From an optimization exercise on the open Yosys and OpenROAD flow, aimed at small area, a short achievable clock period and few clock cycles per item; shortcuts taken in it are not production practice.
At most, simulation tests tie the RTL to the original design; equivalence was not proved.

==> build 81: inputs <==
Design SET, start of the top module:
module SET ( clk , rst, en, central, radius, mode, busy, valid, candidate );
export LEC_CHECK = 0
export CAP_MARGIN = 20
export CORE_MARGIN = 2
export CORE_UTILIZATION = 45
export SETUP_SLACK_MARGIN = 5
export SLEW_MARGIN = 20
create_clock -name core_clock -period 11.0 [get_ports {clk}]
standard.sh (not shown) runs the stock make flow with config.mk's settings and CLKGATE_MAP_FILE= SYNTH_SCRIPT=/design/flow/synth_recipe.tcl, a recipe that flattens the netlist after the stock synthesis.
==> flow/flow/run.sh <==
#!/bin/bash
# Own flow: the standard layout (standard.sh), with these changes:
#  - synthesis maps logic with the ABC script in flow/area.abc instead of ORFS's
#    abc_speed.script (everything else in synthesis is synth_recipe.tcl unchanged);
#  - no full/half-adder cell extraction (ADDER_MAP_FILE empty), so ABC maps the adders too;
#  - port buffering uses sky130_fd_sc_hd__buf_4 for every input and output port.
set -euo pipefail
W=$(pwd)
export FLOW_FLOW_ABC_SCRIPT="$W/flow/area.abc"
cat flow/abc_override.tcl synth_recipe.tcl > my_synth.tcl
sed -e "s#SYNTH_SCRIPT=[^ ]*#SYNTH_SCRIPT=$W/my_synth.tcl#" \
    -e "s#CLKGATE_MAP_FILE= #CLKGATE_MAP_FILE= ADDER_MAP_FILE= 'BUFFER_PORTS_ARGS=-buffer_cell sky130_fd_sc_hd__buf_4' #" \
    standard.sh > my_standard.sh
grep -q "SYNTH_SCRIPT=$W/my_synth.tcl" my_standard.sh
grep -q "BUFFER_PORTS_ARGS" my_standard.sh
bash my_standard.sh > make_flow.log 2>&1
==> flow/flow/abc_override.tcl <==
# Same synthesis as synth_recipe.tcl, except that the technology-mapping ABC call
# uses the script in flow/area.abc instead of ORFS's abc_speed.script.
proc abc {args} {
  set i [lsearch -exact $args -script]
  if {$i >= 0} { lset args [expr {$i + 1}] $::env(FLOW_FLOW_ABC_SCRIPT) }
  puts "abc (flow override): $args"
  yosys abc {*}$args
}
==> flow/flow/area.abc <==
strash
&get -n
&fraig -x
&put
dc2
strash
&get -n
&dch -f
&nf -R 1000 -p
&put
==> trial 57: changes against build 81 <==
--- a/flow/design.v
+++ b/flow/design.v
@@ -2696,58 +2696,58 @@
 wire t38 = (f[54] & f[55]) | (f[54] & f[56]) | (f[55] & f[56]);
 wire t39 = f[57] ^ f[58] ^ f[59];
 wire t40 = (f[57] & f[58]) | (f[57] & f[59]) | (f[58] & f[59]);
 wire t41 = f[60] ^ f[61] ^ f[62];
 wire t42 = (f[60] & f[61]) | (f[60] & f[62]) | (f[61] & f[62]);
-wire t43 = t1 ^ t3 ^ t5;
-wire t44 = (t1 & t3) | (t1 & t5) | (t3 & t5);
-wire t45 = t7 ^ t9 ^ t11;
-wire t46 = (t7 & t9) | (t7 & t11) | (t9 & t11);
-wire t47 = t13 ^ t15 ^ t17;
-wire t48 = (t13 & t15) | (t13 & t17) | (t15 & t17);
-wire t49 = t19 ^ t21 ^ t23;
-wire t50 = (t19 & t21) | (t19 & t23) | (t21 & t23);
-wire t51 = t25 ^ t27 ^ t29;
-wire t52 = (t25 & t27) | (t25 & t29) | (t27 & t29);
-wire t53 = t31 ^ t33 ^ t35;
-wire t54 = (t31 & t33) | (t31 & t35) | (t33 & t35);
-wire t55 = t37 ^ t39 ^ t41;
-wire t56 = (t37 & t39) | (t37 & t41) | (t39 & t41);
-wire t57 = t2 ^ t4 ^ t6;
-wire t58 = (t2 & t4) | (t2 & t6) | (t4 & t6);
-wire t59 = t8 ^ t10 ^ t12;
-wire t60 = (t8 & t10) | (t8 & t12) | (t10 & t12);
-wire t61 = t14 ^ t16 ^ t18;
-wire t62 = (t14 & t16) | (t14 & t18) | (t16 & t18);
-wire t63 = t20 ^ t22 ^ t24;
-wire t64 = (t20 & t22) | (t20 & t24) | (t22 & t24);
-wire t65 = t26 ^ t28 ^ t30;
-wire t66 = (t26 & t28) | (t26 & t30) | (t28 & t30);
-wire t67 = t32 ^ t34 ^ t36;
-wire t68 = (t32 & t34) | (t32 & t36) | (t34 & t36);
-wire t69 = t38 ^ t40 ^ t42;
-wire t70 = (t38 & t40) | (t38 & t42) | (t40 & t42);
-reg [28:0] ps;
-always @(posedge clk) ps <= {t70, t68, t66, t64, t62, t60, t58, t69, t67, t65, t63, t61, t59, t57, t56, t54, t52, t50, t48, t46, t44, f[63], t55, t53, t51, t49, t47, t45, t43};
-wire t71 = ps[0] ^ ps[1] ^ ps[2];
-wire t72 = (ps[0] & ps[1]) | (ps[0] & ps[2]) | (ps[1] & ps[2]);
-wire t73 = ps[3] ^ ps[4] ^ ps[5];
-wire t74 = (ps[3] & ps[4]) | (ps[3] & ps[5]) | (ps[4] & ps[5]);
-wire t75 = ps[8] ^ ps[9] ^ ps[10];
-wire t76 = (ps[8] & ps[9]) | (ps[8] & ps[10]) | (ps[9] & ps[10]);
-wire t77 = ps[11] ^ ps[12] ^ ps[13];
-wire t78 = (ps[11] & ps[12]) | (ps[11] & ps[13]) | (ps[12] & ps[13]);
-wire t79 = ps[14] ^ ps[15] ^ ps[16];
-wire t80 = (ps[14] & ps[15]) | (ps[14] & ps[16]) | (ps[15] & ps[16]);
-wire t81 = ps[17] ^ ps[18] ^ ps[19];
-wire t82 = (ps[17] & ps[18]) | (ps[17] & ps[19]) | (ps[18] & ps[19]);
-wire t83 = ps[22] ^ ps[23] ^ ps[24];
-wire t84 = (ps[22] & ps[23]) | (ps[22] & ps[24]) | (ps[23] & ps[24]);
-wire t85 = ps[25] ^ ps[26] ^ ps[27];
-wire t86 = (ps[25] & ps[26]) | (ps[25] & ps[27]) | (ps[26] & ps[27]);
-wire t87 = t71 ^ t73 ^ ps[6];
-wire t88 = (t71 & t73) | (t71 & ps[6]) | (t73 & ps[6]);
+reg [42:0] ps;
+always @(posedge clk) ps <= {t42, t40, t38, t36, t34, t32, t30, t28, t26, t24, t22, t20, t18, t16, t14, t12, t10, t8, t6, t4, t2, f[63], t41, t39, t37, t35, t33, t31, t29, t27, t25, t23, t21, t19, t17, t15, t13, t11, t9, t7, t5, t3, t1};
+wire t43 = ps[0] ^ ps[1] ^ ps[2];
+wire t44 = (ps[0] & ps[1]) | (ps[0] & ps[2]) | (ps[1] & ps[2]);
+wire t45 = ps[3] ^ ps[4] ^ ps[5];
+wire t46 = (ps[3] & ps[4]) | (ps[3] & ps[5]) | (ps[4] & ps[5]);
+wire t47 = ps[6] ^ ps[7] ^ ps[8];
+wire t48 = (ps[6] & ps[7]) | (ps[6] & ps[8]) | (ps[7] & ps[8]);
+wire t49 = ps[9] ^ ps[10] ^ ps[11];
+wire t50 = (ps[9] & ps[10]) | (ps[9] & ps[11]) | (ps[10] & ps[11]);
+wire t51 = ps[12] ^ ps[13] ^ ps[14];
+wire t52 = (ps[12] & ps[13]) | (ps[12] & ps[14]) | (ps[13] & ps[14]);
+wire t53 = ps[15] ^ ps[16] ^ ps[17];
+wire t54 = (ps[15] & ps[16]) | (ps[15] & ps[17]) | (ps[16] & ps[17]);
+wire t55 = ps[18] ^ ps[19] ^ ps[20];
+wire t56 = (ps[18] & ps[19]) | (ps[18] & ps[20]) | (ps[19] & ps[20]);
+wire t57 = ps[22] ^ ps[23] ^ ps[24];
+wire t58 = (ps[22] & ps[23]) | (ps[22] & ps[24]) | (ps[23] & ps[24]);
+wire t59 = ps[25] ^ ps[26] ^ ps[27];
+wire t60 = (ps[25] & ps[26]) | (ps[25] & ps[27]) | (ps[26] & ps[27]);
+wire t61 = ps[28] ^ ps[29] ^ ps[30];
+wire t62 = (ps[28] & ps[29]) | (ps[28] & ps[30]) | (ps[29] & ps[30]);
+wire t63 = ps[31] ^ ps[32] ^ ps[33];
+wire t64 = (ps[31] & ps[32]) | (ps[31] & ps[33]) | (ps[32] & ps[33]);
+wire t65 = ps[34] ^ ps[35] ^ ps[36];
+wire t66 = (ps[34] & ps[35]) | (ps[34] & ps[36]) | (ps[35] & ps[36]);
+wire t67 = ps[37] ^ ps[38] ^ ps[39];
+wire t68 = (ps[37] & ps[38]) | (ps[37] & ps[39]) | (ps[38] & ps[39]);
+wire t69 = ps[40] ^ ps[41] ^ ps[42];
+wire t70 = (ps[40] & ps[41]) | (ps[40] & ps[42]) | (ps[41] & ps[42]);
+wire t71 = t43 ^ t45 ^ t47;
+wire t72 = (t43 & t45) | (t43 & t47) | (t45 & t47);
+wire t73 = t49 ^ t51 ^ t53;
+wire t74 = (t49 & t51) | (t49 & t53) | (t51 & t53);
+wire t75 = t44 ^ t46 ^ t48;
+wire t76 = (t44 & t46) | (t44 & t48) | (t46 & t48);
+wire t77 = t50 ^ t52 ^ t54;
+wire t78 = (t50 & t52) | (t50 & t54) | (t52 & t54);
+wire t79 = t56 ^ t57 ^ t59;
+wire t80 = (t56 & t57) | (t56 & t59) | (t57 & t59);
+wire t81 = t61 ^ t63 ^ t65;
+wire t82 = (t61 & t63) | (t61 & t65) | (t63 & t65);
+wire t83 = t58 ^ t60 ^ t62;
+wire t84 = (t58 & t60) | (t58 & t62) | (t60 & t62);
+wire t85 = t64 ^ t66 ^ t68;
+wire t86 = (t64 & t66) | (t64 & t68) | (t66 & t68);
+wire t87 = t71 ^ t73 ^ t55;
+wire t88 = (t71 & t73) | (t71 & t55) | (t73 & t55);
 wire t89 = t72 ^ t74 ^ t75;
 wire t90 = (t72 & t74) | (t72 & t75) | (t74 & t75);
 wire t91 = t77 ^ t79 ^ t81;
 wire t92 = (t77 & t79) | (t77 & t81) | (t79 & t81);
 wire t93 = t76 ^ t78 ^ t80;
@@ -2758,22 +2758,22 @@
 wire t98 = (t88 & t89) | (t88 & t91) | (t89 & t91);
 wire t99 = t90 ^ t92 ^ t93;
 wire t100 = (t90 & t92) | (t90 & t93) | (t92 & t93);
 wire t101 = t94 ^ t96 ^ t84;
 wire t102 = (t94 & t96) | (t94 & t84) | (t96 & t84);
-wire t103 = t97 ^ ps[20] ^ ps[21];
-wire t104 = (t97 & ps[20]) | (t97 & ps[21]) | (ps[20] & ps[21]);
+wire t103 = t97 ^ t67 ^ t69;
+wire t104 = (t97 & t67) | (t97 & t69) | (t67 & t69);
 wire t105 = t98 ^ t99 ^ t95;
 wire t106 = (t98 & t99) | (t98 & t95) | (t99 & t95);
 wire t107 = t100 ^ t101 ^ t86;
 wire t108 = (t100 & t101) | (t100 & t86) | (t101 & t86);
-wire t109 = t104 ^ t105 ^ ps[28];
-wire t110 = (t104 & t105) | (t104 & ps[28]) | (t105 & ps[28]);
+wire t109 = t104 ^ t105 ^ t70;
+wire t110 = (t104 & t105) | (t104 & t70) | (t105 & t70);
 wire t111 = t110 ^ t106 ^ t107;
 wire t112 = (t110 & t106) | (t110 & t107) | (t106 & t107);
 wire t113 = t112 ^ t108 ^ t102;
 wire t114 = (t112 & t108) | (t112 & t102) | (t108 & t102);
 wire [6:0] sa = {1'b0, t114, t113, t111, t109, t103, t87};
-wire [6:0] sb = {1'b0, 1'b0, 1'b0, 1'b0, 1'b0, 1'b0, ps[7]};
+wire [6:0] sb = {1'b0, 1'b0, 1'b0, 1'b0, 1'b0, 1'b0, ps[21]};
 wire [6:0] sum = sa + sb;
 assign candidate = {1'b0, sum};
 endmodule
==> build 70: changes against build 81 <==
--- a/flow/design.v
+++ b/flow/design.v
@@ -2724,56 +2724,56 @@
 wire t66 = (t26 & t28) | (t26 & t30) | (t28 & t30);
 wire t67 = t32 ^ t34 ^ t36;
 wire t68 = (t32 & t34) | (t32 & t36) | (t34 & t36);
 wire t69 = t38 ^ t40 ^ t42;
 wire t70 = (t38 & t40) | (t38 & t42) | (t40 & t42);
-reg [28:0] ps;
-always @(posedge clk) ps <= {t70, t68, t66, t64, t62, t60, t58, t69, t67, t65, t63, t61, t59, t57, t56, t54, t52, t50, t48, t46, t44, f[63], t55, t53, t51, t49, t47, t45, t43};
-wire t71 = ps[0] ^ ps[1] ^ ps[2];
-wire t72 = (ps[0] & ps[1]) | (ps[0] & ps[2]) | (ps[1] & ps[2]);
-wire t73 = ps[3] ^ ps[4] ^ ps[5];
-wire t74 = (ps[3] & ps[4]) | (ps[3] & ps[5]) | (ps[4] & ps[5]);
-wire t75 = ps[8] ^ ps[9] ^ ps[10];
-wire t76 = (ps[8] & ps[9]) | (ps[8] & ps[10]) | (ps[9] & ps[10]);
-wire t77 = ps[11] ^ ps[12] ^ ps[13];
-wire t78 = (ps[11] & ps[12]) | (ps[11] & ps[13]) | (ps[12] & ps[13]);
-wire t79 = ps[14] ^ ps[15] ^ ps[16];
-wire t80 = (ps[14] & ps[15]) | (ps[14] & ps[16]) | (ps[15] & ps[16]);
-wire t81 = ps[17] ^ ps[18] ^ ps[19];
-wire t82 = (ps[17] & ps[18]) | (ps[17] & ps[19]) | (ps[18] & ps[19]);
-wire t83 = ps[22] ^ ps[23] ^ ps[24];
-wire t84 = (ps[22] & ps[23]) | (ps[22] & ps[24]) | (ps[23] & ps[24]);
-wire t85 = ps[25] ^ ps[26] ^ ps[27];
-wire t86 = (ps[25] & ps[26]) | (ps[25] & ps[27]) | (ps[26] & ps[27]);
-wire t87 = t71 ^ t73 ^ ps[6];
-wire t88 = (t71 & t73) | (t71 & ps[6]) | (t73 & ps[6]);
-wire t89 = t72 ^ t74 ^ t75;
-wire t90 = (t72 & t74) | (t72 & t75) | (t74 & t75);
-wire t91 = t77 ^ t79 ^ t81;
-wire t92 = (t77 & t79) | (t77 & t81) | (t79 & t81);
-wire t93 = t76 ^ t78 ^ t80;
-wire t94 = (t76 & t78) | (t76 & t80) | (t78 & t80);
-wire t95 = t82 ^ t83 ^ t85;
-wire t96 = (t82 & t83) | (t82 & t85) | (t83 & t85);
+wire t71 = t43 ^ t45 ^ t47;
+wire t72 = (t43 & t45) | (t43 & t47) | (t45 & t47);
+wire t73 = t49 ^ t51 ^ t53;
+wire t74 = (t49 & t51) | (t49 & t53) | (t51 & t53);
+wire t75 = t44 ^ t46 ^ t48;
+wire t76 = (t44 & t46) | (t44 & t48) | (t46 & t48);
+wire t77 = t50 ^ t52 ^ t54;
+wire t78 = (t50 & t52) | (t50 & t54) | (t52 & t54);
+wire t79 = t56 ^ t57 ^ t59;
+wire t80 = (t56 & t57) | (t56 & t59) | (t57 & t59);
+wire t81 = t61 ^ t63 ^ t65;
+wire t82 = (t61 & t63) | (t61 & t65) | (t63 & t65);
+wire t83 = t58 ^ t60 ^ t62;
+wire t84 = (t58 & t60) | (t58 & t62) | (t60 & t62);
+wire t85 = t64 ^ t66 ^ t68;
+wire t86 = (t64 & t66) | (t64 & t68) | (t66 & t68);
+reg [20:0] ps;
+always @(posedge clk) ps <= {t86, t84, t70, t85, t83, t82, t80, t78, t76, t69, t67, t81, t79, t77, t75, t74, t72, f[63], t55, t73, t71};
+wire t87 = ps[0] ^ ps[1] ^ ps[2];
+wire t88 = (ps[0] & ps[1]) | (ps[0] & ps[2]) | (ps[1] & ps[2]);
+wire t89 = ps[4] ^ ps[5] ^ ps[6];
+wire t90 = (ps[4] & ps[5]) | (ps[4] & ps[6]) | (ps[5] & ps[6]);
+wire t91 = ps[7] ^ ps[8] ^ ps[9];
+wire t92 = (ps[7] & ps[8]) | (ps[7] & ps[9]) | (ps[8] & ps[9]);
+wire t93 = ps[12] ^ ps[13] ^ ps[14];
+wire t94 = (ps[12] & ps[13]) | (ps[12] & ps[14]) | (ps[13] & ps[14]);
+wire t95 = ps[15] ^ ps[16] ^ ps[17];
+wire t96 = (ps[15] & ps[16]) | (ps[15] & ps[17]) | (ps[16] & ps[17]);
 wire t97 = t88 ^ t89 ^ t91;
 wire t98 = (t88 & t89) | (t88 & t91) | (t89 & t91);
 wire t99 = t90 ^ t92 ^ t93;
 wire t100 = (t90 & t92) | (t90 & t93) | (t92 & t93);
-wire t101 = t94 ^ t96 ^ t84;
-wire t102 = (t94 & t96) | (t94 & t84) | (t96 & t84);
-wire t103 = t97 ^ ps[20] ^ ps[21];
-wire t104 = (t97 & ps[20]) | (t97 & ps[21]) | (ps[20] & ps[21]);
+wire t101 = t94 ^ t96 ^ ps[19];
+wire t102 = (t94 & t96) | (t94 & ps[19]) | (t96 & ps[19]);
+wire t103 = t97 ^ ps[10] ^ ps[11];
+wire t104 = (t97 & ps[10]) | (t97 & ps[11]) | (ps[10] & ps[11]);
 wire t105 = t98 ^ t99 ^ t95;
 wire t106 = (t98 & t99) | (t98 & t95) | (t99 & t95);
-wire t107 = t100 ^ t101 ^ t86;
-wire t108 = (t100 & t101) | (t100 & t86) | (t101 & t86);
-wire t109 = t104 ^ t105 ^ ps[28];
-wire t110 = (t104 & t105) | (t104 & ps[28]) | (t105 & ps[28]);
+wire t107 = t100 ^ t101 ^ ps[20];
+wire t108 = (t100 & t101) | (t100 & ps[20]) | (t101 & ps[20]);
+wire t109 = t104 ^ t105 ^ ps[18];
+wire t110 = (t104 & t105) | (t104 & ps[18]) | (t105 & ps[18]);
 wire t111 = t110 ^ t106 ^ t107;
 wire t112 = (t110 & t106) | (t110 & t107) | (t106 & t107);
 wire t113 = t112 ^ t108 ^ t102;
 wire t114 = (t112 & t108) | (t112 & t102) | (t108 & t102);
 wire [6:0] sa = {1'b0, t114, t113, t111, t109, t103, t87};
-wire [6:0] sb = {1'b0, 1'b0, 1'b0, 1'b0, 1'b0, 1'b0, ps[7]};
+wire [6:0] sb = {1'b0, 1'b0, 1'b0, 1'b0, 1'b0, 1'b0, ps[3]};
 wire [6:0] sum = sa + sb;
 assign candidate = {1'b0, sum};
 endmodule
==> results.cfg <==
[status]
status = timing/DRC/antenna clean

[yosys]
synthAdderAreaFrac_pct = 4.39
ys_ff_latch = 30

[floorplanning]
std_cell_rows = 59

[worst_setup_path]
worst_setup_path_start_kind = input port
the above is filed under build 81

==> results.cfg <==
[status]
status = timing/DRC/antenna clean

[finish]
clkbuf_count = 3
numSequentialCells = 22

[worst_setup_path]
worst_setup_path_start_kind = input port

[floorplanning]
std_cell_rows = 59

[yosys]
ys_ff_latch = 22
ys.flop_type = dfxtp_1
the above is filed under build 70

==> results.cfg <==
[status]
status = timing/DRC/antenna clean

[worst_setup_path]
worst_setup_path_start_kind = flip-flop

[floorplanning]
std_cell_rows = 60

[yosys]
synthAdderAreaFrac_pct = 4.72
ys_ff_latch = 44
the above is filed under trial 57

Testbench counts of build 81, summed over its fixed seeds: cycles 520, items 512.
Testbench counts of build 70, summed over its fixed seeds: cycles 520, items 512.
The RTL of trial 57 was laid out without a check of its function.

==> re-timing with driven ports <==
No port has a modelled driver above. Below, the same layouts with a new extraction and two added sets of constraints.
Step 1: set_driving_cell puts a clkbuf_16 on clk and a buf_2 on each other input, an assumption about the parent block.
Step 2 moves the port delays by t, midway between the first and last clock arrival at a register: inputs arrive t later, outputs are due t later. That takes back most of the time a late clock gives input paths.
Slacks: ideal / step 1 / step 2; pairs: ideal / step 1.
run | t (ns) | setup slack, ns | worst slew at a driven data input, ns | cell pins on the clock port's net
build 81 | 0.309 | 5.114 / 5.117 / 4.818 | 0.04 | 1
trial 57 | 0.321 | 4.551 / 4.513 / 4.834 | 0.04 | 1
build 70 | 0.279 | 4.888 / 4.896 / 4.617 | 0.06 | 1
After both steps setup and hold are still met in every run listed. The setup slack of build 81, which loses most, moves by +0.003 ns with the drivers and by -0.296 ns with both steps.
